This is an optimization exercise on Yosys and OpenROAD, whose aim is small area and a short achievable clock period, not a production implementation. At most, simulation tests tie the RTL to the original design; equivalence was not proved. Power figures rest on the tool's default switching activity, not on a simulated workload.

Setup of juniper:
==> module pixel_sort_asc, before the edit <==
module pixel_sort_asc (
    input clk, reset, soft_rst,
    input enable,
    input  [15:0] Pixel_in1, Pixel_in2, Pixel_in3, Pixel_in4, Pixel_in5, Pixel_in6, Pixel_in7, Pixel_in8,
    output [15:0] Pixel_out1, Pixel_out2, Pixel_out3, Pixel_out4, Pixel_out5, Pixel_out6, Pixel_out7, Pixel_out8,
    output reg valid_out
);
wire [15:0] x [0:7];
assign x[0] = Pixel_in1; assign x[1] = Pixel_in2; assign x[2] = Pixel_in3; assign x[3] = Pixel_in4;
assign x[4] = Pixel_in5; assign x[5] = Pixel_in6; assign x[6] = Pixel_in7; assign x[7] = Pixel_in8;
function lt16(input [15:0] a, input [15:0] b);
    integer k;
    reg c;
    begin
        c = 1'b0;
        for (k = 0; k < 16; k = k + 1)
            c = (~a[k] & b[k]) | (~a[k] & c) | (b[k] & c);
        lt16 = c;
    end
endfunction
function [2:0] count7(input [6:0] b);
    reg [1:0] p, q, r, t;
    begin
        p = b[0] + b[1] + b[2];
        q = b[3] + b[4] + b[5];
        r = p[0] + q[0] + b[6];
        t = p[1] + q[1] + r[1];
        count7 = {t, r[0]};
    end
endfunction
reg        below [0:7][0:7];
reg  [2:0] rank  [0:7];
reg  [6:0] cnt_in;
integer i, j, n;
always @(*) begin
    for (i = 0; i < 8; i = i + 1)
        for (j = 0; j < 8; j = j + 1)
            below[i][j] = 1'b0;
    for (i = 1; i < 8; i = i + 1)
        for (j = 0; j < i; j = j + 1) begin
            below[i][j] = !lt16(x[i], x[j]);
            below[j][i] = !below[i][j];
        end
    for (i = 0; i < 8; i = i + 1) begin
        n = 0;
        for (j = 0; j < 8; j = j + 1)
            if (j != i) begin
                cnt_in[n] = below[i][j];
                n = n + 1;
            end
        rank[i] = count7(cnt_in);
    end
end
reg [15:0] px_q   [0:7];
reg  [2:0] rank_q [0:7];
always @(posedge clk) begin
    valid_out <= enable & ~reset & ~soft_rst;
    for (i = 0; i < 8; i = i + 1) begin
        px_q[i]   <= x[i];
        rank_q[i] <= rank[i];
    end
end
reg [15:0] res [0:7];
always @(*) begin
    for (n = 0; n < 8; n = n + 1) begin
        res[n] = 16'd0;
        for (i = 0; i < 8; i = i + 1)
            res[n] = res[n] | (px_q[i] & {16{valid_out && rank_q[i] == n}});
    end
end
assign Pixel_out1 = res[0];
assign Pixel_out2 = res[1];
assign Pixel_out3 = res[2];
assign Pixel_out4 = res[3];
assign Pixel_out5 = res[4];
assign Pixel_out6 = res[5];
assign Pixel_out7 = res[6];
assign Pixel_out8 = res[7];
endmodule
clock: 38.0 ns
lec_check: 0
abc_area: 1
cap_margin: 20
core_margin: 2
core_utilization: 40
setup_slack_margin: 1.0
slew_margin: 20
buffer_ports_args: -buffer_cell sky130_fd_sc_hd__buf_1
standard.sh (not shown) runs the stock make flow with config.mk's settings and CLKGATE_MAP_FILE= SYNTH_SCRIPT=/design/flow/synth_recipe.tcl, a recipe that flattens the netlist after the stock synthesis.
==> flow/flow/run.sh <==
#!/bin/bash
# The standard layout, with the port buffers made from the smallest buffer
# cell instead of the delay cell buffer_ports picks by default.
set -euo pipefail
echo 'export BUFFER_PORTS_ARGS = -buffer_cell sky130_fd_sc_hd__buf_1' >> config.mk
bash standard.sh > standard.log 2>&1
Input-level comparison between indigo and juniper:
--- a/flow/design.v
+++ b/flow/design.v
@@ -18,19 +18,25 @@
         lt16 = c;
     end
 endfunction
-function [2:0] count7(input [6:0] b);
-    reg [1:0] p, q, r, t;
+function [3:0] count6_part(input [5:0] b);
+    reg [1:0] p, q;
     begin
         p = b[0] + b[1] + b[2];
         q = b[3] + b[4] + b[5];
-        r = p[0] + q[0] + b[6];
-        t = p[1] + q[1] + r[1];
-        count7 = {t, r[0]};
+        count6_part = {q, p};
+    end
+endfunction
+function [2:0] count7_done(input [3:0] part, input b6);
+    reg [1:0] r, t;
+    begin
+        r = part[0] + part[2] + b6;
+        t = part[1] + part[3] + r[1];
+        count7_done = {t, r[0]};
     end
 endfunction
 reg        below [0:7][0:7];
-reg  [2:0] rank  [0:7];
-reg  [6:0] cnt_in;
+reg  [3:0] part  [0:7];
+reg  [5:0] cnt_in;
 integer i, j, n;
 always @(*) begin
     for (i = 0; i < 8; i = i + 1)
@@ -44,28 +50,34 @@
     for (i = 0; i < 8; i = i + 1) begin
         n = 0;
         for (j = 0; j < 8; j = j + 1)
-            if (j != i) begin
+            if (j != i && j != (i ^ 1)) begin
                 cnt_in[n] = below[i][j];
                 n = n + 1;
             end
-        rank[i] = count7(cnt_in);
+        part[i] = count6_part(cnt_in);
     end
 end
 reg [15:0] px_q   [0:7];
-reg  [2:0] rank_q [0:7];
+reg  [3:0] part_q [0:7];
+reg  [3:0] pair_q;        
 always @(posedge clk) begin
     valid_out <= enable & ~reset & ~soft_rst;
     for (i = 0; i < 8; i = i + 1) begin
         px_q[i]   <= x[i];
-        rank_q[i] <= rank[i];
+        part_q[i] <= part[i];
     end
+    for (i = 0; i < 4; i = i + 1)
+        pair_q[i] <= below[2 * i + 1][2 * i];
 end
-reg [15:0] res [0:7];
+reg  [2:0] rank [0:7];
+reg [15:0] res  [0:7];
 always @(*) begin
+    for (i = 0; i < 8; i = i + 1)
+        rank[i] = count7_done(part_q[i], (i % 2) ? pair_q[i / 2] : !pair_q[i / 2]);
     for (n = 0; n < 8; n = n + 1) begin
         res[n] = 16'd0;
         for (i = 0; i < 8; i = i + 1)
-            res[n] = res[n] | (px_q[i] & {16{valid_out && rank_q[i] == n}});
+            res[n] = res[n] | (px_q[i] & {16{valid_out && rank[i] == n}});
     end
 end
 assign Pixel_out1 = res[0];
[summary]
On final worst-path cycle share: indigo sits above juniper.
On part of the power in the clock network: between juniper and indigo, it ends up higher for juniper.
As far as number of nets with antenna violations after routing goes, indigo and juniper are indistinguishable; the numbers are identical.
Compared to juniper, indigo has overall routing resource usage 3.4 points lower.
Summary of indigo over juniper: worst hold-check slack rose 0.0060 ns; cell count after placement now sits higher.
Only the layout flow was run in indigo; the RTL was not checked for function there.

* * *

Another version of the RTL of pixel_sort_asc (not shown whole).
Size in the first run: about 2,300 cells after synthesis, about 160 flip-flops, ~260 I/O pins, about 17,000 sq um of cells after synthesis.
==> module pixel_sort_asc, before the edit <==
module pixel_sort_asc (
    input clk, reset, soft_rst,
    input enable,
    input  [15:0] Pixel_in1, Pixel_in2, Pixel_in3, Pixel_in4, Pixel_in5, Pixel_in6, Pixel_in7, Pixel_in8,
    output [15:0] Pixel_out1, Pixel_out2, Pixel_out3, Pixel_out4, Pixel_out5, Pixel_out6, Pixel_out7, Pixel_out8,
    output reg valid_out
);
wire [15:0] x [0:7];
assign x[0] = Pixel_in1; assign x[1] = Pixel_in2; assign x[2] = Pixel_in3; assign x[3] = Pixel_in4;
assign x[4] = Pixel_in5; assign x[5] = Pixel_in6; assign x[6] = Pixel_in7; assign x[7] = Pixel_in8;
function lt16(input [15:0] a, input [15:0] b);
    integer k;
    reg c;
    begin
        c = 1'b0;
        for (k = 0; k < 16; k = k + 1)
            c = (~a[k] & b[k]) | (~a[k] & c) | (b[k] & c);
        lt16 = c;
    end
endfunction
function [3:0] count7_part(input [6:0] b);
    reg [1:0] p, q, r;
    begin
        p = b[0] + b[1] + b[2];
        q = b[3] + b[4] + b[5];
        r = p[0] + q[0] + b[6];
        count7_part = {r[1], q[1], p[1], r[0]};
    end
endfunction
function [2:0] count7_done(input [3:0] part);
    reg [1:0] t;
    begin
        t = part[1] + part[2] + part[3];
        count7_done = {t, part[0]};
    end
endfunction
reg        below [0:7][0:7];
reg  [3:0] part  [0:7];
reg  [6:0] cnt_in;
integer i, j, n;
always @(*) begin
    for (i = 0; i < 8; i = i + 1)
        for (j = 0; j < 8; j = j + 1)
            below[i][j] = 1'b0;
    for (i = 1; i < 8; i = i + 1)
        for (j = 0; j < i; j = j + 1) begin
            below[i][j] = !lt16(x[i], x[j]);
            below[j][i] = !below[i][j];
        end
    for (i = 0; i < 8; i = i + 1) begin
        n = 0;
        for (j = 0; j < 8; j = j + 1)
            if (j != i) begin
                cnt_in[n] = below[i][j];
                n = n + 1;
            end
        part[i] = count7_part(cnt_in);
    end
end
reg [15:0] px_q   [0:7];
reg  [3:0] part_q [0:7];
always @(posedge clk) begin
    valid_out <= enable & ~reset & ~soft_rst;
    for (i = 0; i < 8; i = i + 1) begin
        px_q[i]   <= x[i];
        part_q[i] <= part[i];
    end
end
reg  [2:0] rank [0:7];
reg [15:0] res  [0:7];
always @(*) begin
    for (i = 0; i < 8; i = i + 1)
        rank[i] = count7_done(part_q[i]);
    for (n = 0; n < 8; n = n + 1) begin
        res[n] = 16'd0;
        for (i = 0; i < 8; i = i + 1)
            res[n] = res[n] | (px_q[i] & {16{valid_out && rank[i] == n}});
    end
end
assign Pixel_out1 = res[0];
assign Pixel_out2 = res[1];
assign Pixel_out3 = res[2];
assign Pixel_out4 = res[3];
assign Pixel_out5 = res[4];
assign Pixel_out6 = res[5];
assign Pixel_out7 = res[6];
assign Pixel_out8 = res[7];
endmodule
export LEC_CHECK = 0
export CAP_MARGIN = 20
export CORE_MARGIN = 2
export CORE_UTILIZATION = 40
export SETUP_SLACK_MARGIN = 1.0
export SLEW_MARGIN = 20
export BUFFER_PORTS_ARGS = -buffer_cell sky130_fd_sc_hd__buf_1
create_clock -name core_clock -period 38.0 [get_ports {clk}]
Scripts as last shown in full above: flow/flow/run.sh
Change:
==> flow/design.v (replaced) <==
module pixel_sort_asc (
    input clk, reset, soft_rst,
    input enable,
    input  [15:0] Pixel_in1, Pixel_in2, Pixel_in3, Pixel_in4, Pixel_in5, Pixel_in6, Pixel_in7, Pixel_in8,
    output [15:0] Pixel_out1, Pixel_out2, Pixel_out3, Pixel_out4, Pixel_out5, Pixel_out6, Pixel_out7, Pixel_out8,
    output reg valid_out
);
wire [15:0] x [0:7];
assign x[0] = Pixel_in1; assign x[1] = Pixel_in2; assign x[2] = Pixel_in3; assign x[3] = Pixel_in4;
assign x[4] = Pixel_in5; assign x[5] = Pixel_in6; assign x[6] = Pixel_in7; assign x[7] = Pixel_in8;
function lt16(input [15:0] a, input [15:0] b);
    integer k;
    reg c;
    begin
        c = 1'b0;
        for (k = 0; k < 16; k = k + 1)
            c = (~a[k] & b[k]) | (~a[k] & c) | (b[k] & c);
        lt16 = c;
    end
endfunction
reg        below [0:7][0:7];
reg  [2:0] rank  [0:7];
integer i, j, n;
always @(*) begin
    for (i = 0; i < 8; i = i + 1)
        for (j = 0; j < 8; j = j + 1)
            below[i][j] = 1'b0;
    for (i = 1; i < 8; i = i + 1)
        for (j = 0; j < i; j = j + 1) begin
            below[i][j] = !lt16(x[i], x[j]);
            below[j][i] = !below[i][j];
        end
    for (i = 0; i < 8; i = i + 1) begin
        rank[i] = 3'd0;
        for (j = 0; j < 8; j = j + 1)
            if (j != i) rank[i] = rank[i] + below[i][j];
    end
end
reg [15:0] px_q   [0:7];
reg  [2:0] rank_q [0:7];
always @(posedge clk) begin
    valid_out <= enable & ~reset & ~soft_rst;
    for (i = 0; i < 8; i = i + 1) begin
        px_q[i]   <= x[i];
        rank_q[i] <= rank[i];
    end
end
reg [15:0] res [0:7];
always @(*) begin
    for (n = 0; n < 8; n = n + 1) begin
        res[n] = 16'd0;
        for (i = 0; i < 8; i = i + 1)
            res[n] = res[n] | (px_q[i] & {16{valid_out && rank_q[i] == n}});
    end
end
assign Pixel_out1 = res[0];
assign Pixel_out2 = res[1];
assign Pixel_out3 = res[2];
assign Pixel_out4 = res[3];
assign Pixel_out5 = res[4];
assign Pixel_out6 = res[5];
assign Pixel_out7 = res[6];
assign Pixel_out8 = res[7];
endmodule
Outcome:
- critical path depth increases by 4
- sequential cell count decreases by 8
- cell area grows slightly
- global-route usage shrinks by 1.1 points
- core utilization rises by 0.34 points
- routed wire length drops slightly
- worst setup slack loses 630 ps
- sequential power increases by a few percent

static timing again, ports no longer ideal:
Ports are ideal in the flow. The routed layouts listed here were re-timed in OpenROAD. Step 1 assumes that a clkbuf_16 drives the clock port and a buf_2 every other input. Step 2 adds t to the input delays and takes it off the output delays; t is the mean of the earliest and latest rising clock arrival at the registers after step 1. Input paths then give back, and output paths get back, about the clock's delay inside the block. Slacks: ideal / step 1 / step 2; pairs: ideal / step 1.
run	t, ns	setup WS [ns]	worst setup path at the end	pins driven straight from the clock port
juniper	0.502	26.254 / 26.199 / 26.308	input to register	1
indigo	0.501	25.965 / 25.907 / 26.408	register to output	1
the first run of note 2	0.473	26.082 / 26.109 / 25.636	input to register	1
the second run of note 2	0.474	25.452 / 25.481 / 25.007	input to register	1
After both steps setup and hold are still met in every run listed. The setup slack of the first run of note 2, which loses most, moves by +0.027 ns with the drivers and by -0.446 ns with both steps.
